This is an optimization exercise on Yosys and OpenROAD, whose aim is small area and a short achievable clock period, not a production implementation. Only simulation tests tie the RTL to the original design; equivalence was not proved. Power and IR drop assume default switching activity.

===== design/flow/run.sh =====
#!/bin/bash
# synth_recipe.tcl (not shown) runs the flow's synth.tcl, then flattens the netlist and writes it again
# the make line also repeats each setting of config.mk as NAME=value (left out here)
make -C /OpenROAD-flow-scripts/flow DESIGN_CONFIG=/design/flow/config.mk WORK_HOME=/design/flow/orfs CLKGATE_MAP_FILE= SYNTH_SCRIPT=/design/flow/synth_recipe.tcl finish

===== design/flow/config.mk =====
export PLATFORM = sky130hd
export DESIGN_NAME = apb_top
export DESIGN_NICKNAME = apb_top
export VERILOG_FILES = /design/flow/design.v
export SDC_FILE = /design/flow/constraint.sdc
export NUM_CORES = 4
export LEC_CHECK = 0
export CAP_MARGIN = 20
export CORE_MARGIN = 2
export CORE_UTILIZATION = 40
export SLEW_MARGIN = 20

===== design/flow/constraint.sdc =====
create_clock -name core_clock -period 6.0 [get_ports {PCLK_i}]
set_input_delay 1.2000 -clock core_clock [delete_from_list [all_inputs] [get_ports {PCLK_i}]]
set_output_delay 1.2000 -clock core_clock [all_outputs]
set_load 0.01 [all_outputs]

===== design/flow/design.v =====
`timescale 1ns / 1ps
module apb_master #(parameter DATA_WIDTH = 32, parameter ADDR_WIDTH = 32) (
		output 					PSEL,
		output 					PENABLE,
		output  [ADDR_WIDTH-1:0] PADDR,
		output  [DATA_WIDTH-1:0]	PWRDATA,
		output  					PWRITE,
		output  [DATA_WIDTH-1:0]	PRDATA_o,
		input  [DATA_WIDTH-1:0]	PRDATA,
		input  [DATA_WIDTH-1:0] data_i,
		input  [ADDR_WIDTH-1:0]	addr_i,
		input 					PCLK,
		input 					PRESETn,
		input 					PREADY,
		input 					evnt_trig_i,
		input 					pwrite_i
);
parameter IDLE = 2'd0;
parameter SETUP = 2'd1;
parameter ACCESS = 2'd2;
reg [1:0]	state, next_state;
always@(posedge PCLK) begin
	if(!PRESETn)
		state <= IDLE ;
	else
		state <= next_state ;
end
always@(*) begin
	case(state)
		IDLE : begin
			if (evnt_trig_i)
				next_state <= SETUP ;
			else 
				next_state <= IDLE;
		end
		SETUP : next_state <= ACCESS;
		ACCESS : begin
			if(PREADY)
				next_state <= IDLE ;
			else 
				next_state <= ACCESS ;
		end
		default : next_state <= IDLE ;
	endcase
end
assign PSEL = PRESETn ? (state != IDLE) : 1'b0;
assign PENABLE = (state == ACCESS) ;
assign PWRITE = pwrite_i;
assign PWRDATA = data_i;
assign PADDR = addr_i;
assign PRDATA_o = PRDATA;
endmodule
`timescale 1ns / 1ps
module APB_slave #( parameter DATA_WIDTH = 32, parameter ADDR_WIDTH = 32)(
    output  reg [DATA_WIDTH-1:0] PRDATA,
    output                       PREADY_o,
    input                    PREADY,
    input   [DATA_WIDTH-1:0] PWRDATA, 
    input   [ADDR_WIDTH-1:0] PADDR,
    input                    PCLK,
    input                    PRESETn,
    input                    PWRITE,
    input                    PENABLE,
    input                    PSEL
    );
    parameter  IDLE   = 2'd0, SETUP = 2'd1, ACCESS =2'd2;
    reg [DATA_WIDTH-1:0]    APB_MEM [ADDR_WIDTH-1:0];
    reg [1:0] prsnt_state , next_state ;
    always@(posedge PCLK , negedge PRESETn) begin   
        if(!PRESETn)
            prsnt_state <= IDLE ;
        else 
            prsnt_state <= next_state ;
    end
   always@(* ) begin
        next_state <= prsnt_state;
        case (prsnt_state)
            IDLE : begin
                if(PSEL )
                    next_state <= SETUP;        
                else 
                    next_state <= IDLE;
            end
            SETUP : begin
                if(PENABLE)
                    next_state <= ACCESS;
                else 
                    next_state <= IDLE;
            end
            ACCESS : begin
                if(PREADY) begin
                    if(!PSEL) 
                        next_state <= IDLE ;
                    else
                        next_state <= SETUP ;
                end
                else 
                    next_state <= ACCESS;
            end
            default : next_state <= IDLE;
        endcase
   end
   always@(*) begin
         if(!PRESETn)
            PRDATA = 32'd0;
         else begin
            if((next_state == ACCESS) && !PWRITE && (PADDR < ADDR_WIDTH))
                PRDATA = APB_MEM[PADDR];
            else 
                PRDATA = 32'd0;    
         end
   end
   always@(posedge PCLK) begin
         if((next_state == ACCESS) && PWRITE && (PADDR < ADDR_WIDTH))
            APB_MEM[PADDR] <= PWRDATA ;
   end
   assign PREADY_o = PREADY ;
endmodule
`timescale 1ns / 1ps
module apb_top #(parameter DATA_WIDTH = 32 , parameter ADDR_WIDTH = 32) (
		output [DATA_WIDTH-1:0]	PRDATA_o,
		input 					PCLK_i,
		input 					PRESETn_i,
		input [DATA_WIDTH-1:0]	PWRDATA_i,
		input [ADDR_WIDTH-1:0]	PADDR_i,
		input 					PWRITE_i,
		input 					PREADY_i,
		input 					EVENT_i
);
	wire [DATA_WIDTH-1:0]	p_rd_intr, pwrdata_intr, paddr_intr;
	wire 					p_ready_intr, psel_intr, pena_intr, pwrite_intr;				
	apb_master  #(.DATA_WIDTH(DATA_WIDTH), .ADDR_WIDTH(ADDR_WIDTH))  master_inst(
		.PCLK(PCLK_i),
		.PRESETn(PRESETn_i),
		.evnt_trig_i(EVENT_i),
		.data_i(PWRDATA_i),
		.addr_i(PADDR_i),
		.pwrite_i(PWRITE_i),
		.PRDATA(p_rd_intr),
		.PREADY(p_ready_intr),
		.PSEL(psel_intr),
		.PENABLE(pena_intr),
		.PADDR(paddr_intr),
		.PWRDATA(pwrdata_intr),
		.PWRITE(pwrite_intr),
		.PRDATA_o(PRDATA_o)
	);
	APB_slave #(.DATA_WIDTH(DATA_WIDTH), .ADDR_WIDTH(ADDR_WIDTH)) slave_inst(
		.PREADY(PREADY_i),
		.PWRDATA(pwrdata_intr), 
		.PADDR(paddr_intr),
		.PCLK(PCLK_i),
		.PRESETn(PRESETn_i),
		.PWRITE(pwrite_intr),
		.PENABLE(pena_intr),
		.PSEL(psel_intr),
		.PRDATA(p_rd_intr),
		.PREADY_o(p_ready_intr)
	);
endmodule

==> results.txt, run 1 <==
Post-synthesis cell type count -> 47
Clk root buf -> clkbuf_16
Top cell type's share of synthesized area -> 77.00%
Syn-to-layout area delta -> 14.60%
Hpwl dp -> 55840 um
Status -> complete, no violations
Worst clock skew -> 20.10 ps
HP Class -> reg -> reg
1st-pass router iterations -> 6
P_leak -> 14.78 nW
H-Tree Depth -> 3
Final Cell Area -> 45770 um^2
Vias in the first global route -> 19740
Worst setup SP type -> primary input
DRC Markers -> 0
Yosys reg bits -> 1028
Pre-CTS WS -> 253.6 ps
Nets -> 2125
Ant diodes -> 0
Yosys top cell by area -> edfxtp_1
Dpl cell area -> 42830 um^2
Slew at the pin with the worst max-slew slack -> 1072 ps
Hold buffers post-CTS -> 0
CP Launch Point -> PADDR_i[2]
Syn_nets -> 1943
Post-cts resize count -> 0
Worst Setup Path Type -> in -> out
DIE HEIGHT -> 320.0 um
Setup bufs post-CTS -> 0
Placer Congestion -> 0.8087
Remaining Overflow, GRT -> 0
Post-synth EDFFs -> 1024
RSZ-0062 raised after global routing -> false
IO Port Bufs -> 100
Initial Util -> 40.46%
Synthesized area per cell -> 21.31 um^2
Max-cap violations -> 0
Initial antenna violation count -> 8
Die footprint -> 102400 um^2
Clock transition at path regs -> 70 ps
Peak supply drop -> 0.2345 mV
Synth top area cells -> edfxtp_1, mux2i_1, mux4_2
Max Slew Vio Count -> 0
Dominant synthesized flop cell -> edfxtp_1
CP required -> 4800 ps
Part of the cycle the worst path needs -> 97.06%
CTS tree -> yes
Worst Setup Slack, final -> 176.7 ps
Synth warnings -> 2
Final hold viol count -> 0
Pin count of the biggest net entering global routing -> 76
Via/cell ratio -> 5.755
Hold path startpoint -> slave_inst.prsnt_state[0]
Tmin final -> 5823 ps
Sink Count -> 1028
Global-route wire length before repair -> 140900 um
Max_slew headroom -> 28.27%
Max Clock Freq -> 171.7 MHz
Seq/Total Area, Yosys -> 77.22%
Cts bufs inserted -> 95
Via count -> 19680
Max FO, Critical Path -> 32
Final setup fails -> 0
CP Data Arrival Time -> 4620 ps
DRT antenna net count -> 0
Synth async-reset ratio -> 0.1946%
Setup TNS -> 0 ps
Later-pin clock latency in the skew report -> 660 ps
DR WL/cell -> 28.60 um
Die W -> 320.0 um
Core box area -> 98710 um^2
RR Startpoint -> slave_inst.prsnt_state[1]
Layout cell share with drive strength beyond 1 -> 22.42%
Syn Inst Count -> 1874
Rows -> 115
Cell Area, Synth -> 39940 um^2
DRT Wirelength -> 97770 um
I/O Pins -> 101
PD cells -> 316.7 nW/um^2
Gr usage total -> 18.96%
Critical Path Sink Type -> primary output
DRT iter0 DRCs -> 1937
Maximum root-to-sink buffer count -> 3
synth_stat cells, types with 2 or more instances:
| master | n |
|---|---|
| edfxtp_1 | 1024 |
| mux2i_1 | 263 |
| a22oi_1 | 127 |
| mux4_2 | 109 |
| buf_2 | 53 |
| o22ai_1 | 50 |
| nor4_2 | 36 |
| nor4_1 | 34 |
| nand4_1 | 33 |
| buf_4 | 24 |
| clkbuf_1 | 16 |
| mux4_1 | 16 |
| buf_6 | 13 |
| o22ai_2 | 12 |
| buf_12 | 7 |
| nand3b_1 | 5 |
| buf_8 | 4 |
| nand3_1 | 4 |
| nor2_1 | 4 |
| and4b_1 | 3 |
| nor2b_1 | 3 |
| and3_1 | 2 |
| and4_1 | 2 |
| and4bb_4 | 2 |
| dfrtp_1 | 2 |
| dfxtp_1 | 2 |
| nand2_1 | 2 |
| nor4b_2 | 2 |
| or3b_1 | 2 |
through the flow:
step	utilization, %	instances	hold WS (ps)	total power [mW]
global placement	43.38	3245	438.7	8.627
detailed placement	43.39	3246	472.3	8.639
finish	46.36	3419	471.4	14.49
floorplan	-	1874	426.7	8.385
CTS	46.51	3419	479.5	14.62
global route	46.36	3419	505.1	14.90
cells by family after synthesis:
kind of cell	share of synthesized area, %
flops	77.22
simple gates	3.121
buf+inv	2.143
compound gates	3.722
mux	13.79
metal layers:
metal | global-route usage, % | vias to the layer above | part of all wire, %
li1 | - | 8328 | -
met1 | 26.45 | 10540 | 43
met2 | 31.16 | 681 | 49
met3 | 3.128 | 118 | 6.4
met4 | 4.789 | 12 | 1.7
met5 | 0 | - | 0.074
flip-flops by register name, summed over array words and instances, names as in the netlist:
signal and cells:
slave_inst.APB_MEM 1024, master_inst.state 2, slave_inst.prsnt_state 2
cells in the final DEF, fill, tap and decap left out, types with 11 or more instances in the layout:
| master | Yosys | layout |
|---|---|---|
| a22oi_1 | 127 | 127 |
| buf_2 | 53 | 30 |
| buf_4 | 24 | 93 |
| bufinv_16 | 0 | 11 |
| clkbuf_1 | 16 | 13 |
| clkbuf_16 | 0 | 97 |
| clkdlybuf4s50_1 | 0 | 68 |
| clkinv_1 | 0 | 23 |
| clkinv_2 | 0 | 20 |
| edfxtp_1 | 1024 | 1024 |
| mux2i_1 | 263 | 263 |
| mux4_1 | 16 | 16 |
| mux4_2 | 109 | 109 |
| nand4_1 | 33 | 33 |
| nor4_2 | 36 | 59 |
| o22ai_1 | 50 | 50 |
| o22ai_2 | 12 | 12 |
critical path, cell delays in order:
cell and delay [ps]:
clkdlybuf4s50_1 630, buf_4 310, and4b_2 590, a22oi_4 320, o211ai_2 100, a2111oi_2 700, buf_4 230, clkdlybuf4s50_1 530
power breakdown:
part | switching, mW | internal (mW) | leakage [nW]
logic | 0.363 | 0.208 | 4.03
registers | 0.00125 | 7.89 | 9.24
clock network | 2.59 | 3.43 | 1.51
total | 2.96 | 11.5 | 14.8
area by class of cell:
cell class	count	area, um^2
tap	1287	1610
clock buffer	110	2476
clock inverter	63	604.3
inverter	1	3.754
timing repair buffer	202	1730
fill	8179	52940
sequential	1028	30840
multi-input combinational	728	8501
worst paths after layout:
check	cells after the start	slack, ps	to
max in group asynchronous	1	5050	slave_inst.prsnt_state[1]
max reg2reg	5	3470	slave_inst.APB_MEM[7][12]
min in group asynchronous	1	770	slave_inst.prsnt_state[0]
min	1	470	slave_inst.prsnt_state[0]
min reg2reg	1	470	slave_inst.prsnt_state[0]
max	8	180	PRDATA_o[30]
==> run 2: changes to the inputs <==
==> design/flow/design.v (replaced) <==
module apb_master (
    input  wire PCLK,
    input  wire PRESETn,
    input  wire evnt_trig_i,
    input  wire PREADY,
    output wire m_setup,
    output wire m_access
);
    localparam [1:0] IDLE = 2'd0, SETUP = 2'd1, ACCESS = 2'd2;
    reg [1:0] state;
    reg [1:0] next_state;
    always @(*) begin
        case (state)
            IDLE:    next_state = evnt_trig_i ? SETUP : IDLE;
            SETUP:   next_state = ACCESS;
            ACCESS:  next_state = PREADY ? IDLE : ACCESS;
            default: next_state = IDLE;
        endcase
    end
    always @(posedge PCLK) begin
        if (!PRESETn) state <= IDLE;
        else          state <= next_state;
    end
    assign m_setup  = (state == SETUP);
    assign m_access = (state == ACCESS);
endmodule
module regbit (
    input  wire clk,
    input  wire we,
    input  wire hold,
    input  wire d,
    output reg  q
);
    always @(posedge clk)
        q <= (we & d) | (hold & q);
endmodule
module rd_and_or3 (
    input  wire [2:0] d,
    input  wire [2:0] s,
    output wire       y_n
);
    assign y_n = ~|(d & s);
endmodule
module rd_and_or2 (
    input  wire [1:0] d,
    input  wire [1:0] s,
    output wire       y_n
);
    assign y_n = ~|(d & s);
endmodule
module rd_bit (
    input  wire [31:0] d,
    input  wire [31:0] s,
    output wire        y
);
    wire [10:0] part_n;
    genvar g;
    generate
        for (g = 0; g < 10; g = g + 1) begin : g_part
            rd_and_or3 u_part (.d(d[3*g+2:3*g]), .s(s[3*g+2:3*g]), .y_n(part_n[g]));
        end
    endgenerate
    rd_and_or2 u_last (.d(d[31:30]), .s(s[31:30]), .y_n(part_n[10]));
    assign y = ~&part_n;
endmodule
module APB_slave (
    input  wire        PCLK,
    input  wire        PRESETn,
    input  wire        PREADY,
    input  wire        PWRITE,
    input  wire [31:0] PADDR,
    input  wire [31:0] PWRDATA,
    input  wire        m_setup,
    input  wire        m_access,
    output wire [31:0] PRDATA
);
    localparam [1:0] IDLE = 2'd0, SETUP = 2'd1, ACCESS = 2'd2;
    reg [1:0] state;
    reg [1:0] next_state;
    wire psel    = PRESETn & (m_setup | m_access);
    wire penable = m_access;
    always @(*) begin
        case (state)
            IDLE:    next_state = psel ? SETUP : IDLE;
            SETUP:   next_state = penable ? ACCESS : IDLE;
            ACCESS:  next_state = PREADY ? (psel ? SETUP : IDLE) : ACCESS;
            default: next_state = IDLE;
        endcase
    end
    always @(posedge PCLK or negedge PRESETn) begin
        if (!PRESETn) state <= IDLE;
        else          state <= next_state;
    end
    wire in_mem = PRESETn & (next_state == ACCESS) & ~|PADDR[31:5];
    wire rd_en  = in_mem & ~PWRITE;
    wire wr_en  = in_mem & PWRITE;
    wire [31:0] word_hit;
    genvar i, b;
    generate
        for (i = 0; i < 32; i = i + 1) begin : g_word_hit
            assign word_hit[i] = (PADDR[4:0] == i);
        end
    endgenerate
    wire [31:0] rd_sel = word_hit & {32{rd_en}};
    wire [31:0] wr_sel = word_hit & {32{wr_en}};
    wire [31:0] keep   = ~wr_sel;
    wire [31:0] bit_col [0:31];
    generate
        for (i = 0; i < 32; i = i + 1) begin : g_word
            for (b = 0; b < 32; b = b + 1) begin : g_bit
                regbit u_bit (.clk(PCLK), .we(wr_sel[i]), .hold(keep[i]),
                              .d(PWRDATA[b]), .q(bit_col[b][i]));
            end
        end
        for (b = 0; b < 32; b = b + 1) begin : g_rd
            rd_bit u_rd (.d(bit_col[b]), .s(rd_sel), .y(PRDATA[b]));
        end
    endgenerate
endmodule
module apb_top #(parameter DATA_WIDTH = 32, parameter ADDR_WIDTH = 32) (
    output [DATA_WIDTH-1:0] PRDATA_o,
    input                   PCLK_i,
    input                   PRESETn_i,
    input  [DATA_WIDTH-1:0] PWRDATA_i,
    input  [ADDR_WIDTH-1:0] PADDR_i,
    input                   PWRITE_i,
    input                   PREADY_i,
    input                   EVENT_i
);
    wire m_setup, m_access;
    apb_master master_inst (
        .PCLK(PCLK_i), .PRESETn(PRESETn_i), .evnt_trig_i(EVENT_i),
        .PREADY(PREADY_i), .m_setup(m_setup), .m_access(m_access)
    );
    APB_slave slave_inst (
        .PCLK(PCLK_i), .PRESETn(PRESETn_i), .PREADY(PREADY_i),
        .PWRITE(PWRITE_i), .PADDR(PADDR_i), .PWRDATA(PWRDATA_i),
        .m_setup(m_setup), .m_access(m_access), .PRDATA(PRDATA_o)
    );
endmodule
--- a/design/flow/config.mk
+++ b/design/flow/config.mk
@@ -9,3 +9,5 @@
 export CORE_MARGIN = 2
 export CORE_UTILIZATION = 40
+export SETUP_SLACK_MARGIN = 2.5
 export SLEW_MARGIN = 20
+export SYNTH_HIERARCHICAL = 1
==> run 2 against run 1 <==
Largest power group unchanged. Routed wire length up 54%. Global-route usage up 12 points. Combinational power down about 50%. Clock-buffer cell count up 45. Clock power up 9.1%.
==> results.txt, run 2 <==
Status -> complete, no violations (unchanged)
Critical Path Sink Type -> primary output (unchanged)
Synthesized area per cell -> 12.94 um^2 (was 21.31 um^2)
Initial antenna violation count -> 3 (was 8)
DRC Markers -> 0 (unchanged)
Via count -> 33160 (was 19680)
Gr usage total -> 30.95% (was 18.96%)
Top cell type's share of synthesized area -> 58.69% (was 77.00%)
Yosys reg bits -> 1028 (unchanged)
CTS tree -> yes (unchanged)
Tmin final -> 5610 ps (was 5823 ps)
Core box area -> 86750 um^2 (was 98710 um^2)
Syn Inst Count -> 2705 (was 1874)
Yosys top cell by area -> dfxtp_1 (was edfxtp_1)
Peak supply drop -> 0.2516 mV (was 0.2345 mV)
Remaining Overflow, GRT -> 0 (unchanged)
Biggest regs -> slave_inst.g_word.g_bit.u_bit.q (1024), master_inst.state (2), slave_inst.state (2) (was slave_inst.APB_MEM (1024), master_inst.state (2), slave_inst.prsnt_state (2))
Later-pin clock latency in the skew report -> 680 ps (was 660 ps)
Hpwl dp -> 83260 um (was 55840 um)
P_leak -> 18.76 nW (was 14.78 nW)
Met1 usage -> 41.16% (was 26.45%)
Sink Count -> 1028 (unchanged)
Die W -> 299.8 um (was 320.0 um)
Slew at the pin with the worst max-slew slack -> 826.6 ps (was 1072 ps)
H-Tree Depth -> 3 (unchanged)
Most frequent cells in the layout -> dfxtp_1, a22o_1, a222oi_1, buf_4, clkbuf_16 (was edfxtp_1, mux2i_1, a22oi_1, mux4_2, clkbuf_16)
Via/cell ratio -> 7.152 (was 5.755)
Worst setup SP type -> primary input (unchanged)
Final hold viol count -> 0 (unchanged)
Clock transition at path regs -> 60 ps (was 70 ps)
Synth warnings -> 9 (was 2)
GRT met3 Usage -> 6.409% (was 3.128%)
1st-pass router iterations -> 14 (was 6)
Pwr Total -> 13.69 mW (was 14.49 mW)
HP Class -> in -> async (was reg -> reg)
PD cells -> 285.8 nW/um^2 (was 316.7 nW/um^2)
Synth top area cells -> dfxtp_1, a22o_1, a222oi_1 (was edfxtp_1, mux2i_1, mux4_2)
Final setup fails -> 0 (unchanged)
Largest Register -> slave_inst.g_word.g_bit.u_bit.q (was slave_inst.APB_MEM)
Gr busiest metal -> met2 (unchanged)
Vias in the first global route -> 31510 (was 19740)
Pin count of the biggest net entering global routing -> 33 (was 76)
DR WL/cell -> 32.54 um (was 28.60 um)
Post-synth EDFFs -> 0 (was 1024)
Grt met2 use -> 47.51% (was 31.16%)
Rows -> 108 (was 115)
Dominant synthesized flop cell -> dfxtp_1 (was edfxtp_1)
Global-route wire length before repair -> 210900 um (was 140900 um)
DRT iter0 DRCs -> 5918 (was 1937)
Syn-to-layout area delta -> 36.85% (was 14.60%)
CP Data Arrival Time -> 4410 ps (was 4620 ps)
Synth async-reset ratio -> 0.1946% (unchanged)
Cell Area, Synth -> 35000 um^2 (was 39940 um^2)
Placed Cells -> 4254 (was 3246)
Part of the cycle the worst path needs -> 93.50% (was 97.06%)
Die footprint -> 89870 um^2 (was 102400 um^2)
Placer Congestion -> 0.8650 (was 0.8087)
Max Clock Freq -> 178.3 MHz (was 171.7 MHz)
Final Cell Area -> 47890 um^2 (was 45770 um^2)
Clk root buf -> clkbuf_16 (unchanged)
Initial Util -> 40.34% (was 40.46%)
Layout cell share with drive strength beyond 1 -> 25.46% (was 22.42%)
DIE HEIGHT -> 299.8 um (was 320.0 um)
Max FO, Critical Path -> 8 (was 32)
Most frequent cell after synthesis -> dfxtp_1 (was edfxtp_1)
I/O Pins -> 101 (unchanged)
Max_slew headroom -> 44.90% (was 28.27%)
Worst clock skew -> 23.00 ps (was 20.10 ps)
Max-cap violations -> 0 (unchanged)
Commonest non-fill, non-tap cell in the layout -> dfxtp_1 (was edfxtp_1)
RSZ-0062 raised after global routing -> true (was false)
Max Slew Vio Count -> 0 (unchanged)
CP required -> 4800 ps (about the same)
Maximum root-to-sink buffer count -> 3 (unchanged)
Syn_nets -> 2774 (was 1943)
Post-synthesis cell type count -> 28 (was 47)
Commonest cells in the netlist -> dfxtp_1, a22o_1, a222oi_1 (was edfxtp_1, mux2i_1, a22oi_1)
Final Util -> 55.21% (was 46.36%)
DRT Wirelength -> 150900 um (was 97770 um)
Nets -> 3467 (was 2125)
IO Port Bufs -> 100 (unchanged)
Number of flip-flops in the largest register -> 1024 (unchanged)
Worst Setup Path Type -> in -> out (unchanged)
DRT antenna net count -> 0 (unchanged)
Seq/Total Area, Yosys -> 58.83% (was 77.22%)
Final std cells w/o fill -> 4636 (was 3419)
Cts bufs inserted -> 104 (was 95)
Dpl cell area -> 41260 um^2 (was 42830 um^2)
run 2: cell count changes in the layout (fill, tap and decap cells not counted), sizes merged, moves of 62 or more:
cell,change
a22oi,-97
dfxtp,+1024
mux4,-125
buf,+403
clkbuf,+67
edfxtp,-1024
mux2i,-263
a222oi,+320
o22ai,-62
a22o,+1024
run 2: worst paths after layout:
path / start / to / slack, ps / cells past startpoint
min: PRESETn_i / slave_inst.state[1] / 460 / 3
min reg2reg: slave_inst.g_word[3].g_bit[19].u_bit.q / slave_inst.g_word[3].g_bit[19].u_bit.q / 460 / 1
min in group core_clock: slave_inst.g_word[3].g_bit[19].u_bit.q / slave_inst.g_word[3].g_bit[19].u_bit.q / 470 / 1
max reg2reg: slave_inst.state[0] / slave_inst.g_word[30].g_bit[16].u_bit.q / 2530 / 12
max: PADDR_i[30] / PRDATA_o[6] / 390 / 17
max in group asynchronous: PRESETn_i / slave_inst.state[0] / 5440 / 3
run 2: cells by family (layout without fill, tap and decap cells):
kind of cell | Yosys count | in the layout | share of synthesized area [%]
AND/OR/NAND/NOR | 269 | 270 | 4.723
flip-flops | 1028 | 1028 | 58.83
buffers and inverters | 30 | 804 | 0.4647
other | 0 | 1 | 0
AO/OA/AOI/OAI | 1378 | 1378 | 35.98
run 2: layer usage:
metal,vias to the layer above,wire [um]
li1,13510,-
met1,16810,59350
met2,2419,67080
met3,417,16500
met4,2,7929
met5,-,8
run 2: final cells by class:
type                       instances  area (um^2)
clock inverter                    33        361.6
multi-input combinational       1648        15280
fill                            7152        38860
timing repair buffer             616         7121
clock buffer                     155         3097
antenna                            1        2.502
sequential                      1028        20590
tap                             1155         1445
run 2: stage by stage:
stage	setup TNS, ps	worst slack (ps)	hold WS [ps]
after CTS	0	300.1	354.1
after global routing	0	399.6	448.1
after global placement	-3760	-225.9	445.9
final	0	390.2	464.9
after floorplan	0	425.2	425.2
after detailed placement	-4226	-245.6	452.6
run 2: timing repair:
item                       in CTS  in global routing
pin swaps                      89                107
setup endpoints to repair     992                480
hold buffers                    0                  0
gates cloned                   21                 22
resized for setup             338                129
setup buffers                 104                 46
run 2: worst max-delay path: stages:
cell	delay, ps
clkbuf_2	70
or4_1	520
a2111o_2	540
buf_12	180
buf_12	130
buf_12	110
nor4_4	250
buf_4	170
buf_6	90
buf_6	110
buf_16	120
a222oi_1	70
buf_4	160
nand4_1	280
buf_4	180
or3_4	120
buf_6	100
run 2: per-module statistics from Yosys, one instance, submodules excluded, a selection:
module      copies in the design  flip-flops and latches
APB_slave                      1                       2
apb_master                     1                       2
regbit                      1024                       1
rd_bit                        32                       0
rd_and_or2                    32                       0
rd_and_or3                   320                       0
run 2: power breakdown:
group | switching [mW] | internal [mW] | total (mW)
Clock | 2.76 | 3.82 | 6.58
Combinational | 0.214 | 0.0701 | 0.284
Sequential | 0.00118 | 6.83 | 6.83
Total | 2.97 | 10.7 | 13.7
==> run 3: changes to the inputs <==
--- a/design/flow/config.mk
+++ b/design/flow/config.mk
@@ -9,5 +9,4 @@
 export CORE_MARGIN = 2
 export CORE_UTILIZATION = 40
-export SETUP_SLACK_MARGIN = 2.5
 export SLEW_MARGIN = 20
 export SYNTH_HIERARCHICAL = 1
==> run 3 against run 2 <==
Now fails the layout checks on negative setup slack. Fmax down 8.1%. Register-to-register slack worse by 80 ps. Hold slack better by 3.9 ps. Synthesized cell count unchanged. Setup slack worse by 490 ps. Via count down 4.4%. Synthesized area unchanged. Largest power group is now the clock network. Highest routed layer is now met4.
==> results.txt, run 3 <==
Syn_nets -> 2774 (unchanged)
Clock network power share -> 49.2% (was 48.1%)
Most frequent cell after synthesis -> dfxtp_1 (unchanged)
1st-pass router iterations -> 13 (was 14)
Hold buffers post-CTS -> 0 (unchanged)
Max_slew headroom -> 26.36% (was 44.90%)
Post-synthesis cell type count -> 28 (unchanged)
P_int -> 10.97 mW (was 10.71 mW)
Cts bufs inserted -> 106 (was 104)
Hpwl dp -> 81310 um (was 83260 um)
Seq/Total Area, Yosys -> 58.83% (unchanged)
Critical Path Sink Type -> primary output (unchanged)
Synth async-reset ratio -> 0.1946% (unchanged)
Largest Register -> slave_inst.g_word.g_bit.u_bit.q (unchanged)
HP Class -> reg -> reg (was in -> async)
Worst reg2reg setup slack -> 2450 ps (was 2530 ps)
DIE HEIGHT -> 299.8 um (unchanged)
Maximum root-to-sink buffer count -> 3 (unchanged)
FILL cells -> 7335 (was 7152)
Tmin final -> 6105 ps (was 5610 ps)
IO Port Bufs -> 100 (unchanged)
Core box area -> 86750 um^2 (unchanged)
Commonest non-fill, non-tap cell in the layout -> dfxtp_1 (unchanged)
Placer Congestion -> 0.8663 (was 0.8650)
Via count -> 31710 (was 33160)
Cell Area, Synth -> 35000 um^2 (unchanged)
Nets -> 3290 (was 3467)
Initial antenna violation count -> 4 (was 3)
Layout cell share with drive strength beyond 1 -> 19.19% (was 25.46%)
Syn Inst Count -> 2705 (unchanged)
Vias in the first global route -> 30570 (was 31510)
Global-route wire length before repair -> 203600 um (was 210900 um)
I/O Pins -> 101 (unchanged)
Commonest cells in the netlist -> dfxtp_1, a22o_1, a222oi_1 (unchanged)
Biggest regs -> slave_inst.g_word.g_bit.u_bit.q (1024), master_inst.state (2), slave_inst.state (2) (unchanged)
Max Clock Freq -> 163.8 MHz (was 178.3 MHz)
Most frequent cells in the layout -> dfxtp_1, a22o_1, a222oi_1, buf_4, clkbuf_16 (unchanged)
DRT antenna net count -> 0 (unchanged)
Hold_ws -> 468.8 ps (was 464.9 ps)
Syn-to-layout area delta -> 29.73% (was 36.85%)
Pre-CTS WS -> -231.5 ps (was -245.6 ps)
Later-pin clock latency in the skew report -> 710 ps (was 680 ps)
Switching share of power -> 21.57% (was 21.72%)
Max Slew Vio Count -> 0 (unchanged)
Number of flip-flops in the largest register -> 1024 (unchanged)
Clk root buf -> clkbuf_16 (unchanged)
Clock transition at path regs -> 60 ps (about the same)
Initial Util -> 40.34% (unchanged)
CP Data Arrival Time -> 4900 ps (was 4410 ps)
DRT Wirelength -> 143300 um (was 150900 um)
Yosys reg bits -> 1028 (unchanged)
Worst Setup Path Type -> in -> out (unchanged)
DR WL/cell -> 32.08 um (was 32.54 um)
Synth warnings -> 9 (unchanged)
Die footprint -> 89870 um^2 (unchanged)
DRT iter0 DRCs -> 5875 (was 5918)
Via/cell ratio -> 7.101 (was 7.152)
PD cells -> 308.2 nW/um^2 (was 285.8 nW/um^2)
RSZ-0062 raised after global routing -> true (unchanged)
Rows -> 108 (unchanged)
Comb pwr share -> 2.0% (was 2.1%)
Sink Count -> 1028 (unchanged)
Dominant synthesized flop cell -> dfxtp_1 (unchanged)
Final hold viol count -> 0 (unchanged)
Part of the cycle the worst path needs -> 101.7% (was 93.50%)
Peak supply drop -> 0.2467 mV (was 0.2516 mV)
Yosys top cell by area -> dfxtp_1 (unchanged)
Status -> finished with violations (was complete, no violations)
Worst setup SP type -> primary input (unchanged)
Max-cap violations -> 0 (unchanged)
DRC Markers -> 0 (unchanged)
Worst clock skew -> 25.67 ps (was 23.00 ps)
Die W -> 299.8 um (unchanged)
CTS tree -> yes (unchanged)
Synth top area cells -> dfxtp_1, a22o_1, a222oi_1 (unchanged)
Worst Setup Slack, final -> -104.8 ps (was 390.2 ps)
Remaining Overflow, GRT -> 0 (unchanged)
Max FO, Critical Path -> 19 (was 8)
Sequential power share -> 48.8% (was 49.9%)
Post-synth EDFFs -> 0 (unchanged)
Top cell type's share of synthesized area -> 58.69% (unchanged)
Synthesized area per cell -> 12.94 um^2 (unchanged)
CP required -> 4800 ps (about the same)
Gr usage total -> 29.71% (was 30.95%)
P_leak -> 17.80 nW (was 18.76 nW)
Violated checks -> negative setup slack
Pin count of the biggest net entering global routing -> 53 (was 33)
Sw Pwr -> 3.018 mW (was 2.974 mW)
Slew at the pin with the worst max-slew slack -> 1105 ps (was 826.6 ps)
H-Tree Depth -> 3 (unchanged)
Final setup fails -> 5 (was 0)
-- run 3: cell counts after synthesis --
Identical to the previous run, type by type.
-- run 3: routing by layer --
metal,vias to the layer above,track usage (%),part of all wire [%]
met4,0,14.11,4.5
met1,16030,39.32,40
met3,337,6.691,11
met2,2206,46.01,45
li1,13140,-,-
met5,-,0,0
-- run 3: path summary, 6_finish.rpt --
path | start | endpoint | cells after the start
hold / removal | slave_inst.state[0] | slave_inst.state[0] | 1
hold reg to reg | slave_inst.state[0] | slave_inst.state[0] | 1
setup / recovery | PADDR_i[19] | PRDATA_o[4] | 10
min in group asynchronous | PRESETn_i | slave_inst.state[1] | 2
max in group asynchronous | PRESETn_i | slave_inst.state[0] | 2
setup reg to reg | slave_inst.state[0] | slave_inst.g_word[14].g_bit[9].u_bit.q | 8
-- run 3: Yosys stat by module (local to each module, per instance), a selection --
module / area [um^2] / copies in the design
rd_and_or3: 10.01 / 320
rd_and_or2: 12.51 / 32
APB_slave: 1085 / 1
apb_master: 78.83 / 1
rd_bit: 23.77 / 32
regbit: 28.78 / 1024
-- run 3: through the flow --
stage | cell area, um^2 | utilization (%) | std cells | total power [mW] | TNS, ps
floorplan | 35210 | - | 2705 | 7.009 | 0
global placement | 40770 | 46.99 | 4210 | 7.246 | -2562
detailed placement | 40770 | 46.99 | 4210 | 7.253 | -3896
CTS | 44580 | 51.39 | 4413 | 14.03 | -262.5
global route | 45400 | 52.33 | 4464 | 14.33 | -405.5
finish | 45400 | 52.33 | 4465 | 13.99 | -316.5
-- run 3: worst max-delay path, cell delays in order --
cell and delay (ps):
clkdlybuf4s50_1 400, or4_1 500, a2111o_2 610, clkbuf_16 270, nor4_4 360, buf_12 220
a222oi_1 120, nand4_1 430, or3_1 210, clkdlybuf4s50_1 540
-- run 3: repair_timing --
| item | in CTS | in global routing |
|---|---|---|
| buffers inserted | 5 | 36 |
| pin swaps | 10 | 29 |
| endpoints found under the setup margin | 32 | 32 |
| resized for setup | 12 | 52 |
| cloned | 2 | 15 |
-- run 3: kinds of logic after synthesis --
kind of cell	Yosys count	share of synthesized area [%]
AOI/OAI and AO/OA	1378	35.98
DFF	1028	58.83
buffers and inverters	30	0.4647
and+or+nand+nor	269	4.723
-- run 3: power by group through the flow --
stage	sequential [mW]	combinational [mW]	clock (mW)
2_1_floorplan	6.98	0.0305	0
3_3_place_gp	6.98	0.268	0
3_5_place_dp	6.98	0.274	0
4_1_cts	6.83	0.276	6.92
5_1_grt	6.82	0.293	7.22
6_report	6.83	0.284	6.88
-- run 3: final cells by class --
| type | instances | area [um^2] | area share [%] |
|---|---|---|---|
| Sequential cell | 1028 | 20590 | 45.35 |
| Multi-Input combinational cell | 1647 | 15050 | 33.16 |
| Timing Repair Buffer | 438 | 4653 | 10.25 |
| Clock buffer | 151 | 3104 | 6.838 |
| Tap cell | 1155 | 1445 | 3.183 |
| Clock inverter | 45 | 551.8 | 1.215 |
| Antenna cell | 1 | 2.502 | 0.005512 |
==> run 4: changes to the inputs <==
--- a/design/flow/design.v
+++ b/design/flow/design.v
@@ -49,7 +49,15 @@
     assign y_n = ~|(d & s);
 endmodule
+module rd_out (
+    input  wire [10:0] part_n,
+    input  wire        en,
+    output wire        y
+);
+    assign y = en & ~&part_n;
+endmodule
 module rd_bit (
     input  wire [31:0] d,
     input  wire [31:0] s,
+    input  wire        en,
     output wire        y
 );
@@ -62,5 +70,19 @@
     endgenerate
     rd_and_or2 u_last (.d(d[31:30]), .s(s[31:30]), .y_n(part_n[10]));
-    assign y = ~&part_n;
+    rd_out u_out (.part_n(part_n), .en(en), .y(y));
+endmodule
+module line_and (
+    input  wire a,
+    input  wire b,
+    output wire y
+);
+    assign y = a & b;
+endmodule
+module line_nand (
+    input  wire a,
+    input  wire b,
+    output wire y
+);
+    assign y = ~(a & b);
 endmodule
 module APB_slave (
@@ -92,17 +114,28 @@
         else          state <= next_state;
     end
-    wire in_mem = PRESETn & (next_state == ACCESS) & ~|PADDR[31:5];
+    wire in_mem = (next_state == ACCESS) & ~|PADDR[31:5];
     wire rd_en  = in_mem & ~PWRITE;
     wire wr_en  = in_mem & PWRITE;
-    wire [31:0] word_hit;
+    wire [3:0] lo;
+    wire [7:0] hi;
+    wire [7:0] hi_wr;
     genvar i, b;
     generate
-        for (i = 0; i < 32; i = i + 1) begin : g_word_hit
-            assign word_hit[i] = (PADDR[4:0] == i);
+        for (i = 0; i < 4; i = i + 1) begin : g_lo
+            assign lo[i] = (PADDR[1:0] == i);
+        end
+        for (i = 0; i < 8; i = i + 1) begin : g_hi
+            assign hi[i]    = (PADDR[4:2] == i);
+            assign hi_wr[i] = hi[i] & wr_en;
         end
     endgenerate
-    wire [31:0] rd_sel = word_hit & {32{rd_en}};
-    wire [31:0] wr_sel = word_hit & {32{wr_en}};
-    wire [31:0] keep   = ~wr_sel;
+    wire [31:0] rd_sel, wr_sel, keep;
+    generate
+        for (i = 0; i < 32; i = i + 1) begin : g_line
+            line_and  u_rs (.a(lo[i%4]), .b(hi[i/4]),    .y(rd_sel[i]));
+            line_and  u_ws (.a(lo[i%4]), .b(hi_wr[i/4]), .y(wr_sel[i]));
+            line_nand u_kp (.a(lo[i%4]), .b(hi_wr[i/4]), .y(keep[i]));
+        end
+    endgenerate
     wire [31:0] bit_col [0:31];
     generate
@@ -114,5 +147,5 @@
         end
         for (b = 0; b < 32; b = b + 1) begin : g_rd
-            rd_bit u_rd (.d(bit_col[b]), .s(rd_sel), .y(PRDATA[b]));
+            rd_bit u_rd (.d(bit_col[b]), .s(rd_sel), .en(rd_en), .y(PRDATA[b]));
         end
     endgenerate
==> design/flow/flow/run.sh (new file) <==
#!/bin/bash
# Standard synthesis, then the standard ORFS layout with free cell sizing
# (no footprint matching) and plain buffers on the ports.
set -euo pipefail
bash standard.sh synth > synth.log 2>&1
bash standard.sh MATCH_CELL_FOOTPRINT=0 \
  "BUFFER_PORTS_ARGS=-buffer_cell sky130_fd_sc_hd__buf_2" \
  finish > layout.log 2>&1
==> design/flow/standard.sh (new file) <==
#!/bin/bash
# synth_recipe.tcl (not shown) runs the flow's synth.tcl, then flattens the netlist and writes it again
# the make line also repeats each setting of config.mk as NAME=value (left out here)
make -C /OpenROAD-flow-scripts/flow DESIGN_CONFIG=/design/flow/config.mk WORK_HOME=/design/flow/orfs CLKGATE_MAP_FILE= SYNTH_SCRIPT=/design/flow/synth_recipe.tcl "${@:-finish}"
--- a/design/flow/config.mk
+++ b/design/flow/config.mk
@@ -9,4 +9,5 @@
 export CORE_MARGIN = 2
 export CORE_UTILIZATION = 40
+export SETUP_SLACK_MARGIN = 2.5
 export SLEW_MARGIN = 20
 export SYNTH_HIERARCHICAL = 1
removed: design/flow/run.sh
==> run 4 against run 3 <==
Now clean on timing, DRC and antenna. Critical path depth stayed put. Non-clock buffer count down 140. Final cell count shrank 3.0%. Power down 0.31%. Clock skew hardly changed. Die area fell by 0.50%. Setup slack better by 1300 ps. Final area down 5.5%. Highest routed layer is now met5. Global-route usage up 0.73 points. First-iteration DRC count decreased by 7.0%. Fmax increased by 28%. Sequential share of layout area grew 2.6 points.
==> results.txt, run 4 <==
Worst reg2reg setup slack -> 2880 ps (was 2450 ps)
Sequential Area -> 20590 um^2 (unchanged)
Worst R2R Path Depth -> 7 (was 8)
Yosys top cell by area -> dfxtp_1 (unchanged)
Tmin final -> 4782 ps (was 6105 ps)
Synthesized area per cell -> 13.00 um^2 (was 12.94 um^2)
DRT Wirelength -> 143800 um (was 143300 um)
CP Launch Point -> PADDR_i[1] (was PADDR_i[19])
CP required -> 4800 ps (about the same)
HP Class -> in -> async (was reg -> reg)
Max-cap violations -> 0 (unchanged)
Via/cell ratio -> 7.189 (was 7.101)
Worst clock skew -> 26.14 ps (was 25.67 ps)
Most frequent cell after synthesis -> dfxtp_1 (unchanged)
Yosys reg bits -> 1028 (unchanged)
Max FO, Critical Path -> 5 (was 19)
Max Clock Freq -> 209.1 MHz (was 163.8 MHz)
Clock transition at path regs -> 60 ps (about the same)
Nets -> 3156 (was 3290)
CTS tree -> yes (unchanged)
Worst path cell trace -> buf_12 > nor2b_4 > buf_6 > and2_4 > buf_6 > buf_6 > a222oi_1 > nand4_1 > o31a_1 > buf_2 (was clkdlybuf4s50_1 > or4_1 > a2111o_2 > clkbuf_16 > nor4_4 > buf_12 > a222oi_1 > nand4_1 > or3_1 > clkdlybuf4s50_1)
RSZ-0062 raised after global routing -> true (unchanged)
Later-pin clock latency in the skew report -> 680 ps (was 710 ps)
Pin count of the biggest net entering global routing -> 33 (was 53)
Setup TNS -> 0 ps (was -316.5 ps)
Biggest regs -> slave_inst.g_word.g_bit.u_bit.q (1024), master_inst.state (2), slave_inst.state (2) (unchanged)
Commonest cells in the netlist -> dfxtp_1, a22o_1, a222oi_1 (unchanged)
Synth warnings -> 9 (unchanged)
DRT iter0 DRCs -> 5461 (was 5875)
Sink Count -> 1028 (unchanged)
Status -> complete, no violations (was finished with violations)
DRC Markers -> 0 (unchanged)
PD cells -> 325.0 nW/um^2 (was 308.2 nW/um^2)
IO Port Bufs -> 100 (unchanged)
Die W -> 299.0 um (was 299.8 um)
Seq/Total Area, Yosys -> 59.14% (was 58.83%)
DR WL/cell -> 33.22 um (was 32.08 um)
Remaining Overflow, GRT -> 0 (unchanged)
Area of the multi-input gates -> 14640 um^2 (was 15050 um^2)
Rows -> 108 (unchanged)
Critical Path Sink Type -> primary output (unchanged)
Global-route wire length before repair -> 206100 um (was 203600 um)
Slowest cell on crit path -> a222oi_1 (was a2111o_2)
Worst Setup Path Type -> in -> out (unchanged)
Most frequent cells in the layout -> dfxtp_1, a22o_1, a222oi_1, buf_4, clkbuf_16 (unchanged)
DIE HEIGHT -> 299.0 um (was 299.8 um)
Gr usage total -> 30.44% (was 29.71%)
Number of flip-flops in the largest register -> 1024 (unchanged)
RR Startpoint -> slave_inst.state[0] (unchanged)
Crit-path most repeated cell -> buf_6 (was clkdlybuf4s50_1)
Top cell type's share of synthesized area -> 58.99% (was 58.69%)
Reg-to-Reg End -> slave_inst.g_word[13].g_bit[25].u_bit.q (was slave_inst.g_word[14].g_bit[9].u_bit.q)
Commonest non-fill, non-tap cell in the layout -> dfxtp_1 (unchanged)
Dominant synthesized flop cell -> dfxtp_1 (unchanged)
Crit path buf inv count -> 5 (was 4)
Post-synth EDFFs -> 0 (unchanged)
DRT antenna net count -> 0 (unchanged)
CP peak stage delay -> 540 ps (was 610 ps)
Hold buffers post-CTS -> 0 (unchanged)
Syn_nets -> 2747 (was 2774)
Peak supply drop -> 0.2701 mV (was 0.2467 mV)
Vias in the first global route -> 30180 (was 30570)
Hpwl dp -> 77940 um (was 81310 um)
Post-synthesis cell type count -> 27 (was 28)
Part of the cycle the worst path needs -> 79.71% (was 101.7%)
Core box area -> 86480 um^2 (was 86750 um^2)
H-Tree Depth -> 3 (unchanged)
Syn Inst Count -> 2678 (was 2705)
P_leak -> 16.53 nW (was 17.80 nW)
1st-pass router iterations -> 11 (was 13)
CP Data Arrival Time -> 3580 ps (was 4900 ps)
Cell Area, Synth -> 34820 um^2 (was 35000 um^2)
Placer Congestion -> 0.8192 (was 0.8663)
Initial antenna violation count -> 4 (unchanged)
I/O Pins -> 101 (unchanged)
Max Slew Vio Count -> 0 (unchanged)
Max_slew headroom -> 38.82% (was 26.36%)
Largest Register -> slave_inst.g_word.g_bit.u_bit.q (unchanged)
FILL cells -> 7503 (was 7335)
Initial Util -> 40.26% (was 40.34%)
Clk root buf -> clkbuf_16 (unchanged)
Die footprint -> 89420 um^2 (was 89870 um^2)
Pwr Total -> 13.95 mW (was 13.99 mW)
Slew at the pin with the worst max-slew slack -> 917.7 ps (was 1105 ps)
Syn-to-layout area delta -> 23.27% (was 29.73%)
Maximum root-to-sink buffer count -> 3 (unchanged)
Via count -> 31120 (was 31710)
Final setup fails -> 0 (was 5)
Cts bufs inserted -> 104 (was 106)
Layout cell share with drive strength beyond 1 -> 18.35% (was 19.19%)
Final hold viol count -> 0 (unchanged)
Synth top area cells -> dfxtp_1, a22o_1, a222oi_1 (unchanged)
Synth async-reset ratio -> 0.1946% (unchanged)
CP delay by family, top -> compound AO/OA/AOI/OAI gates (was simple AND/OR/NAND/NOR gates)
Worst setup SP type -> primary input (unchanged)
[run 4: timing repair]
action / in CTS / in global routing
endpoints found under the setup margin: 486 / 757
buffers inserted: 56 / 11
pin swaps: 111 / 53
cloned: 22 / 4
gates resized for setup: 174 / 39
[run 4: layout make-up]
| class | count | area share (%) |
|---|---|---|
| Tap cell | 1155 | 3.367 |
| Inverter | 1 | 0.02041 |
| Sequential cell | 1028 | 47.97 |
| Clock buffer | 167 | 7.393 |
| Multi-Input combinational cell | 1654 | 34.11 |
| Clock inverter | 24 | 0.9299 |
| Timing Repair Buffer | 298 | 6.198 |
| Antenna cell | 2 | 0.01166 |
[run 4: kinds of logic (layout without fill, tap and decap cells)]
| group | after synthesis | count (layout) | share of synthesized area [%] |
|---|---|---|---|
| compound gates | 1410 | 1410 | 36.97 |
| other cells | 0 | 2 | 0 |
| simple gates | 238 | 244 | 3.852 |
| buf+inv | 2 | 490 | 0.04311 |
| flops | 1028 | 1028 | 59.14 |
[run 4: per-layer routing]
layer | up-vias | wire length (um) | track usage (%)
met3 | 341 | 16620 | 7.088
met4 | 4 | 7009 | 14.71
met2 | 2303 | 61980 | 45.22
li1 | 12710 | - | -
met1 | 15770 | 58140 | 41.71
met5 | - | 63 | 0
[run 4: worst max path at each step]
stage / end / cells after the start
6_report: PRDATA_o[6] / 10
5_1_grt: PRDATA_o[6] / 10
4_1_cts: PRDATA_o[13] / 9
3_5_place_dp: PRDATA_o[20] / 8
3_3_place_gp: PRDATA_o[7] / 9
2_1_floorplan: PRDATA_o[0] / 5
[run 4: power by group]
| part | switching [mW] | leakage (nW) | internal [mW] | total [mW] |
|---|---|---|---|---|
| logic | 0.260 | 6.50 | 0.0809 | 0.341 |
| registers | 0.00121 | 8.29 | 6.83 | 6.83 |
| clock network | 2.78 | 1.75 | 4.00 | 6.78 |
| total | 3.04 | 16.5 | 10.9 | 13.9 |
[run 4: stage by stage]
stage / worst slack, ps / area [um^2] / utilization [%] / hold slack [ps] / std cells
3_5_place_dp: 806.4 / 37700 / 43.60 / 452.2 / 4043
6_report: 1218 / 42920 / 49.63 / 314.1 / 4329
2_1_floorplan: 1646 / 34890 / - / 427.1 / 2678
4_1_cts: 1349 / 42620 / 49.28 / 289.4 / 4312
5_1_grt: 1230 / 42910 / 49.62 / 301.1 / 4327
3_3_place_gp: 857.5 / 37700 / 43.60 / 444.4 / 4043
[run 4: Yosys stat by module, one instance, submodules excluded, a selection]
| module | cell area, um^2 | flip-flops and latches |
|---|---|---|
| rd_out | 26.28 | 0 |
| line_nand | 3.754 | 0 |
| APB_slave | 305.3 | 2 |
| rd_and_or3 | 10.01 | 0 |
| regbit | 28.78 | 1 |
| rd_and_or2 | 12.51 | 0 |
| apb_master | 78.83 | 2 |
| line_and | 6.256 | 0 |
[run 4: worst reg2reg max path, stage by stage, from the launching register on]
cell	delay [ps]
dfrtp_1	390
or3b_1	380
a2111o_2	550
buf_4	240
nor4_4	420
buf_4	290
and2_4	520
a22o_1	270
==> run 5: changes to the inputs <==
--- a/design/flow/config.mk
+++ b/design/flow/config.mk
@@ -8,5 +8,6 @@
 export CAP_MARGIN = 20
 export CORE_MARGIN = 2
-export CORE_UTILIZATION = 40
+export CORE_UTILIZATION = 65
+export PLACE_DENSITY = 0.72
 export SETUP_SLACK_MARGIN = 2.5
 export SLEW_MARGIN = 20
==> run 5 against run 4 <==
Clock skew fell by 7.6 ps. Largest cell class unchanged. Fmax fell by 0.36%. Largest power group unchanged. Clock-buffer cell count fell by 26.
==> results.txt, run 5 <==
Most frequent cells in the layout -> dfxtp_1, a22o_1, a222oi_1, clkbuf_16, buf_4 (was dfxtp_1, a22o_1, a222oi_1, buf_4, clkbuf_16)
Gr busiest metal -> met2 (unchanged)
Remaining Overflow, GRT -> 0 (unchanged)
Sink Count -> 1028 (unchanged)
DRT Wirelength -> 136300 um (was 143800 um)
Max Slew Vio Count -> 0 (unchanged)
Vias in the first global route -> 30540 (was 30180)
Critical Path Sink Type -> primary output (unchanged)
Post-synthesis cell type count -> 27 (unchanged)
Dpl cell area -> 36860 um^2 (was 37700 um^2)
Yosys reg bits -> 1028 (unchanged)
Number of flip-flops in the largest register -> 1024 (unchanged)
IO Port Bufs -> 100 (unchanged)
Gr usage total -> 45.62% (was 30.44%)
Met1 usage -> 59.50% (was 41.71%)
Crit-path most repeated cell -> buf_2 (was buf_6)
Final Cell Area -> 41580 um^2 (was 42920 um^2)
PD cells -> 324.1 nW/um^2 (was 325.0 nW/um^2)
Grt met2 use -> 64.94% (was 45.22%)
CTS tree -> yes (unchanged)
Global-route wire length before repair -> 193100 um (was 206100 um)
Setup TNS -> 0 ps (unchanged)
Top cell type's share of synthesized area -> 58.99% (unchanged)
DIE HEIGHT -> 235.4 um (was 299.0 um)
Post-synth EDFFs -> 0 (unchanged)
Pin count of the biggest net entering global routing -> 33 (unchanged)
Final setup fails -> 0 (unchanged)
Synth async-reset ratio -> 0.1946% (unchanged)
Crit path buf inv count -> 4 (was 5)
P_leak -> 16.16 nW (was 16.53 nW)
Sequential Area -> 20590 um^2 (unchanged)
Die footprint -> 55430 um^2 (was 89420 um^2)
Max_slew headroom -> 39.84% (was 38.82%)
Final hold viol count -> 0 (unchanged)
Syn_nets -> 2747 (unchanged)
Peak supply drop -> 0.2648 mV (was 0.2701 mV)
Synth top area cells -> dfxtp_1, a22o_1, a222oi_1 (unchanged)
Clk root buf -> clkbuf_16 (unchanged)
Commonest cells in the netlist -> dfxtp_1, a22o_1, a222oi_1 (unchanged)
Slew at the pin with the worst max-slew slack -> 902.4 ps (was 917.7 ps)
Worst path cell trace -> buf_2 > inv_4 > nor2_1 > and2_4 > buf_12 > a222oi_1 > nand4_1 > o31a_1 > buf_2 (was buf_12 > nor2b_4 > buf_6 > and2_4 > buf_6 > buf_6 > a222oi_1 > nand4_1 > o31a_1 > buf_2)
1st-pass router iterations -> 13 (was 11)
Biggest regs -> slave_inst.g_word.g_bit.u_bit.q (1024), master_inst.state (2), slave_inst.state (2) (unchanged)
Tmin final -> 4800 ps (was 4782 ps)
Die W -> 235.4 um (was 299.0 um)
Placer Congestion -> 0.9211 (was 0.8192)
Max-cap violations -> 0 (unchanged)
DRT iter0 DRCs -> 7106 (was 5461)
Syn Inst Count -> 2678 (unchanged)
Worst setup SP type -> primary input (unchanged)
Pre-CTS WS -> 908.1 ps (was 806.4 ps)
Max Clock Freq -> 208.3 MHz (was 209.1 MHz)
Most frequent cell after synthesis -> dfxtp_1 (unchanged)
Synthesized area per cell -> 13.00 um^2 (unchanged)
Cell Area, Synth -> 34820 um^2 (unchanged)
HP Class -> in -> async (unchanged)
CP delay by family, top -> compound AO/OA/AOI/OAI gates (unchanged)
Status -> complete, no violations (unchanged)
Hpwl dp -> 68860 um (was 77940 um)
Nets -> 3114 (was 3156)
DR WL/cell -> 35.73 um (was 33.22 um)
Clock transition at path regs -> 60 ps (about the same)
DRT antenna net count -> 0 (unchanged)
Via/cell ratio -> 8.395 (was 7.189)
Worst Setup Slack, final -> 1200 ps (was 1218 ps)
Part of the cycle the worst path needs -> 79.99% (was 79.71%)
Slowest cell on crit path -> a222oi_1 (unchanged)
Final Util -> 78.82% (was 49.63%)
CP Data Arrival Time -> 3600 ps (was 3580 ps)
Rows -> 84 (was 108)
Syn-to-layout area delta -> 19.43% (was 23.27%)
Max FO, Critical Path -> 6 (was 5)
Maximum root-to-sink buffer count -> 3 (unchanged)
CP required -> 4800 ps (about the same)
Via count -> 32030 (was 31120)
Initial antenna violation count -> 2 (was 4)
Dominant synthesized flop cell -> dfxtp_1 (unchanged)
RSZ-0062 raised after global routing -> true (unchanged)
Area of the multi-input gates -> 14590 um^2 (was 14640 um^2)
Commonest non-fill, non-tap cell in the layout -> dfxtp_1 (unchanged)
FILL cells -> 3265 (was 7503)
DRC Markers -> 0 (unchanged)
Yosys top cell by area -> dfxtp_1 (unchanged)
Largest Register -> slave_inst.g_word.g_bit.u_bit.q (unchanged)
Core box area -> 52760 um^2 (was 86480 um^2)
Cts bufs inserted -> 99 (was 104)
CP peak stage delay -> 720 ps (was 540 ps)
Worst clock skew -> 18.52 ps (was 26.14 ps)
Later-pin clock latency in the skew report -> 650 ps (was 680 ps)
GRT met3 Usage -> 15.33% (was 7.088%)
Layout cell share with drive strength beyond 1 -> 17.09% (was 18.35%)
Synth warnings -> 9 (unchanged)
H-Tree Depth -> 3 (unchanged)
I/O Pins -> 101 (unchanged)
Worst Setup Path Type -> in -> out (unchanged)
Initial Util -> 65.99% (was 40.26%)
Seq/Total Area, Yosys -> 59.14% (unchanged)
-- run 5: cell counts after synthesis --
No cell type changed its count.
-- run 5: Yosys stat by module (local to each module, per instance), a selection --
module	cell area [um^2]	times used
APB_slave	305.3	1
apb_master	78.83	1
line_and	6.256	64
line_nand	3.754	32
rd_and_or2	12.51	32
rd_and_or3	10.01	320
rd_out	26.28	32
regbit	28.78	1024
-- run 5: final cells by class --
| type | instances | share of cell area [%] |
|---|---|---|
| clock inverter | 40 | 1.059 |
| sequential | 1028 | 49.51 |
| inverter | 1 | 0.01504 |
| multi-input combinational | 1653 | 35.10 |
| antenna | 2 | 0.01204 |
| timing repair buffer | 262 | 5.404 |
| tap | 688 | 2.070 |
| clock buffer | 141 | 6.830 |
-- run 5: power breakdown --
part	internal [mW]	total [mW]	switching (mW)
logic	0.0715	0.320	0.248
clock network	3.68	6.33	2.65
registers	6.82	6.83	0.00114
total	10.6	13.5	2.90
-- run 5: final timing paths --
kind	end	from	slack, ps	depth (start not counted)
max	PRDATA_o[3]	PADDR_i[4]	1200	9
min reg2reg	slave_inst.g_word[12].g_bit[18].u_bit.q	slave_inst.g_word[12].g_bit[18].u_bit.q	470	1
min	slave_inst.state[1]	PRESETn_i	330	1
min in group core_clock	slave_inst.g_word[12].g_bit[18].u_bit.q	slave_inst.g_word[12].g_bit[18].u_bit.q	470	1
max in group asynchronous	slave_inst.state[0]	PRESETn_i	5550	1
max reg2reg	slave_inst.g_word[16].g_bit[23].u_bit.q	slave_inst.state[0]	2640	7
-- run 5: kinds of logic after synthesis --
kind of cell	count (synthesis)	synth area share (%)
AO/OA/AOI/OAI	1410	36.97
buffers and inverters	2	0.04311
flip-flops	1028	59.14
AND/OR/NAND/NOR	238	3.852
-- run 5: through the flow --
step	hold WS (ps)	cells	power, mW
2_1_floorplan	427.1	2678	7.027
3_3_place_gp	441.9	3547	7.216
3_5_place_dp	452.2	3547	7.225
4_1_cts	322.4	3766	13.40
5_1_grt	324.0	3813	13.72
6_report	334.0	3815	13.48
-- run 5: layer usage --
layer  part of all wire [%]  wire length, um
met5                  0.015               20
met4                    7.0             9568
met3                     17            22790
met2                     41            56300
met1                     35            47650
-- run 5: timing repair --
item / 4_1_cts / 5_1_grt
gates cloned: 13 / 9
setup buffers: 25 / 38
pin swaps: 60 / 61
resized for setup: 113 / 72
hold buffers: 0 / 0
endpoints found under the hold margin: 0 / 0
endpoints found under the setup margin: 433 / 541
==> run 6: changes to the inputs <==
==> design/flow/flow/run.sh (replaced) <==
#!/bin/bash
# Standard synthesis, then the standard ORFS layout with free cell sizing
# (no footprint matching), plain buffers on the ports, and a clock tree of
# mid-size buffers without dummy loads.
set -euo pipefail
bash standard.sh synth > synth.log 2>&1
bash standard.sh MATCH_CELL_FOOTPRINT=0 \
  "BUFFER_PORTS_ARGS=-buffer_cell sky130_fd_sc_hd__buf_2" \
  "CTS_ARGS=-sink_clustering_enable -repair_clock_nets -dont_use_dummy_load -buf_list {sky130_fd_sc_hd__clkbuf_4 sky130_fd_sc_hd__clkbuf_8} -sink_clustering_size 16 -sink_clustering_max_diameter 50" \
  finish > layout.log 2>&1
--- a/design/flow/config.mk
+++ b/design/flow/config.mk
@@ -8,6 +8,5 @@
 export CAP_MARGIN = 20
 export CORE_MARGIN = 2
-export CORE_UTILIZATION = 65
-export PLACE_DENSITY = 0.72
+export CORE_UTILIZATION = 40
 export SETUP_SLACK_MARGIN = 2.5
 export SLEW_MARGIN = 20
==> run 6 against run 5 <==
Synthesized cell count did not move. Clock power fell by 41%. Hold slack got worse by 97 ps. Routed wire length rose by 5.1%. Fmax rose by 1.3%. Power fell by 19%. Sequential share of layout area rose by 0.62 points. Register-to-register slack improved by 80 ps.
==> results.txt, run 6 <==
Status -> complete, no violations (unchanged)
Most frequent cell after synthesis -> dfxtp_1 (unchanged)
Synth top area cells -> dfxtp_1, a22o_1, a222oi_1 (unchanged)
P_leak -> 15.64 nW (was 16.16 nW)
Tmin final -> 4739 ps (was 4800 ps)
Synthesized area per cell -> 13.00 um^2 (unchanged)
Synth warnings -> 9 (unchanged)
Hpwl dp -> 77940 um (was 68860 um)
Initial Util -> 40.26% (was 65.99%)
Syn Inst Count -> 2678 (unchanged)
Syn-to-layout area delta -> 17.95% (was 19.43%)
Final hold viol count -> 0 (unchanged)
Post-synth EDFFs -> 0 (unchanged)
CP Data Arrival Time -> 3540 ps (was 3600 ps)
Worst Setup Slack, final -> 1261 ps (was 1200 ps)
Top cell type's share of synthesized area -> 58.99% (unchanged)
Core box area -> 86480 um^2 (was 52760 um^2)
DRT Wirelength -> 143200 um (was 136300 um)
Maximum root-to-sink buffer count -> 3 (unchanged)
Die footprint -> 89420 um^2 (was 55430 um^2)
Worst R2R Path Depth -> 7 (unchanged)
Later-pin clock latency in the skew report -> 780 ps (was 650 ps)
I/O Pins -> 101 (unchanged)
DIE HEIGHT -> 299.0 um (was 235.4 um)
Pre-CTS WS -> 806.4 ps (was 908.1 ps)
DRT antenna net count -> 0 (unchanged)
Commonest cells in the netlist -> dfxtp_1, a22o_1, a222oi_1 (unchanged)
Initial antenna violation count -> 3 (was 2)
Layout cell share with drive strength beyond 1 -> 17.76% (was 17.09%)
CTS tree -> yes (unchanged)
Synth async-reset ratio -> 0.1946% (unchanged)
Largest Register -> slave_inst.g_word.g_bit.u_bit.q (unchanged)
Max_slew headroom -> 36.72% (was 39.84%)
CP required -> 4800 ps (about the same)
Cell Area, Synth -> 34820 um^2 (unchanged)
1st-pass router iterations -> 10 (was 13)
Global-route wire length before repair -> 203600 um (was 193100 um)
Nets -> 3174 (was 3114)
Final setup fails -> 0 (unchanged)
Die W -> 299.0 um (was 235.4 um)
Max Clock Freq -> 211.0 MHz (was 208.3 MHz)
Critical Path Sink Type -> primary output (unchanged)
Clock transition at path regs -> 100 ps (was 60 ps)
Slew at the pin with the worst max-slew slack -> 949.2 ps (was 902.4 ps)
Max FO, Critical Path -> 5 (was 6)
Clk root buf -> clkbuf_8 (was clkbuf_16)
Pin count of the biggest net entering global routing -> 33 (unchanged)
Placer Congestion -> 0.8192 (was 0.9211)
Gr usage total -> 30.11% (was 45.62%)
Max Slew Vio Count -> 0 (unchanged)
DR WL/cell -> 33.62 um (was 35.73 um)
Worst setup SP type -> primary input (unchanged)
Sink Count -> 1028 (unchanged)
Rows -> 108 (was 84)
IO Port Bufs -> 100 (unchanged)
Via/cell ratio -> 7.277 (was 8.395)
Seq/Total Area, Yosys -> 59.14% (unchanged)
Yosys top cell by area -> dfxtp_1 (unchanged)
Part of the cycle the worst path needs -> 78.98% (was 79.99%)
Max-cap violations -> 0 (unchanged)
Dominant synthesized flop cell -> dfxtp_1 (unchanged)
Most frequent cells in the layout -> dfxtp_1, a22o_1, a222oi_1, buf_4, clkbuf_8 (was dfxtp_1, a22o_1, a222oi_1, clkbuf_16, buf_4)
Post-synthesis cell type count -> 27 (unchanged)
Via count -> 31000 (was 32030)
Setup TNS -> 0 ps (unchanged)
Commonest non-fill, non-tap cell in the layout -> dfxtp_1 (unchanged)
Worst Setup Path Type -> in -> out (unchanged)
PD cells -> 265.5 nW/um^2 (was 324.1 nW/um^2)
Remaining Overflow, GRT -> 0 (unchanged)
H-Tree Depth -> 3 (unchanged)
Vias in the first global route -> 29950 (was 30540)
DRT iter0 DRCs -> 5537 (was 7106)
Syn_nets -> 2747 (unchanged)
RSZ-0062 raised after global routing -> true (unchanged)
DRC Markers -> 0 (unchanged)
Yosys reg bits -> 1028 (unchanged)
Peak supply drop -> 0.1711 mV (was 0.2648 mV)
Number of flip-flops in the largest register -> 1024 (unchanged)
HP Class -> in -> async (unchanged)
Worst clock skew -> 76.58 ps (was 18.52 ps)
Cts bufs inserted -> 99 (unchanged)
Biggest regs -> slave_inst.g_word.g_bit.u_bit.q (1024), master_inst.state (2), slave_inst.state (2) (unchanged)
-- run 6: report_power, final --
group          internal [mW]  leakage, nW  switching, mW
sequential              6.82         8.29        0.00123
clock                   1.46        0.712           2.27
combinational         0.0916         6.64          0.263
-- run 6: per-module statistics from Yosys, one instance, submodules excluded, a selection --
module	copies in the design	cells inside	cell area (um^2)	flip-flops and latches
APB_slave	1	46	305.3	2
apb_master	1	8	78.83	2
line_and	64	1	6.256	0
line_nand	32	1	3.754	0
rd_and_or2	32	1	12.51	0
rd_and_or3	320	1	10.01	0
rd_out	32	4	26.28	0
regbit	1024	2	28.78	1
-- run 6: worst max-delay path: stages --
cell and delay [ps]:
buf_12 120, nor2b_4 120, buf_6 120, and2_4 200, buf_6 130, buf_6 110, a222oi_1 480, nand4_1 460
o31a_1 430, buf_2 160
-- run 6: cells by family (layout without fill, tap and decap cells) --
| kind of cell | count (synthesis) | after routing | synth area share, % |
|---|---|---|---|
| buf+inv | 2 | 422 | 0.04311 |
| flops | 1028 | 1028 | 59.14 |
| other cells | 0 | 2 | 0 |
| simple gates | 238 | 243 | 3.852 |
| compound gates | 1410 | 1410 | 36.97 |
-- run 6: cell type report --
type                            instances  area, um^2
Fill cell                            7686       45420
Sequential cell                      1028       20590
Multi-Input combinational cell       1653       14630
Timing Repair Buffer                  322        3024
Tap cell                             1155        1445
Clock buffer                           99        1363
Inverter                                1       8.758
Antenna cell                            2       5.005
-- run 6: final timing paths --
check,startpoint,to,slack [ps]
setup / recovery,PADDR_i[1],PRDATA_o[6],1260
hold / removal,PRESETn_i,slave_inst.state[1],240
setup reg to reg,slave_inst.state[0],slave_inst.g_word[19].g_bit[20].u_bit.q,2720
hold reg to reg,slave_inst.g_word[23].g_bit[2].u_bit.q,slave_inst.g_word[23].g_bit[2].u_bit.q,470
max in group asynchronous,PRESETn_i,slave_inst.state[0],5650
min in group core_clock,slave_inst.g_word[23].g_bit[2].u_bit.q,slave_inst.g_word[23].g_bit[2].u_bit.q,470
-- run 6: through the flow --
step	hold WS, ps	utilization [%]	power (mW)	cells	cell area (um^2)
2_1_floorplan	427.1	-	7.027	2678	34890
3_3_place_gp	444.4	43.60	7.238	4043	37700
3_5_place_dp	452.2	43.60	7.247	4043	37700
4_1_cts	192.7	46.71	10.89	4224	40400
5_1_grt	190.3	47.48	11.21	4259	41060
6_report	236.8	47.48	10.90	4260	41070
-- run 6: what timing repair did --
item,4_1_cts,5_1_grt
buffers inserted,67,22
hold buffers,0,0
cloned,15,12
endpoints found under the setup margin,391,379
hold endpoints to repair,0,0
gates resized for setup,183,70
pin swaps,118,80
-- run 6: routing by layer --
metal,global-route usage [%],vias up,wire [um]
met5,0,-,26
met2,44.74,2201,61710
met1,40.83,15800,57450
met4,13.73,4,6885
met3,8.154,379,17160
li1,-,12620,-

## re-timing with driven ports
The flow's constraints put no driver on any port. The routed layouts listed below were extracted and timed again, unchanged, in two steps. Step 1, drivers: a clkbuf_16 drives PCLK_i and a buf_2 each remaining input, both assumed. Step 2, shift: input delay + t, output delay - t, t = (earliest + latest rising clock arrival at the registers) / 2. This alone moves slack from input paths to output paths. a / b / c = no drivers / after step 1 / after step 2; a / b = the first two.
run	shift t [ns]	slack for setup (ns)	worst setup path after step 2	slew at the worst register clock pin (ns)
run 1	0.715	0.177 / 0.058 / 0.058	input to output	0.07 / 0.07
run 2	0.751	0.390 / 0.367 / 0.367	input to output	0.07 / 0.07
run 3	0.764	-0.105 / -0.137 / -0.137	input to output	0.07 / 0.07
run 4	0.734	1.218 / 1.166 / 1.166	input to output	0.07 / 0.07
run 5	0.714	1.200 / 1.148 / 1.148	input to output	0.07 / 0.07
run 6	0.802	1.261 / 1.210 / 1.210	input to output	0.10 / 0.10
The setup slack of run 1, which loses most, moves by -0.119 ns with the drivers and by -0.119 ns with both steps.
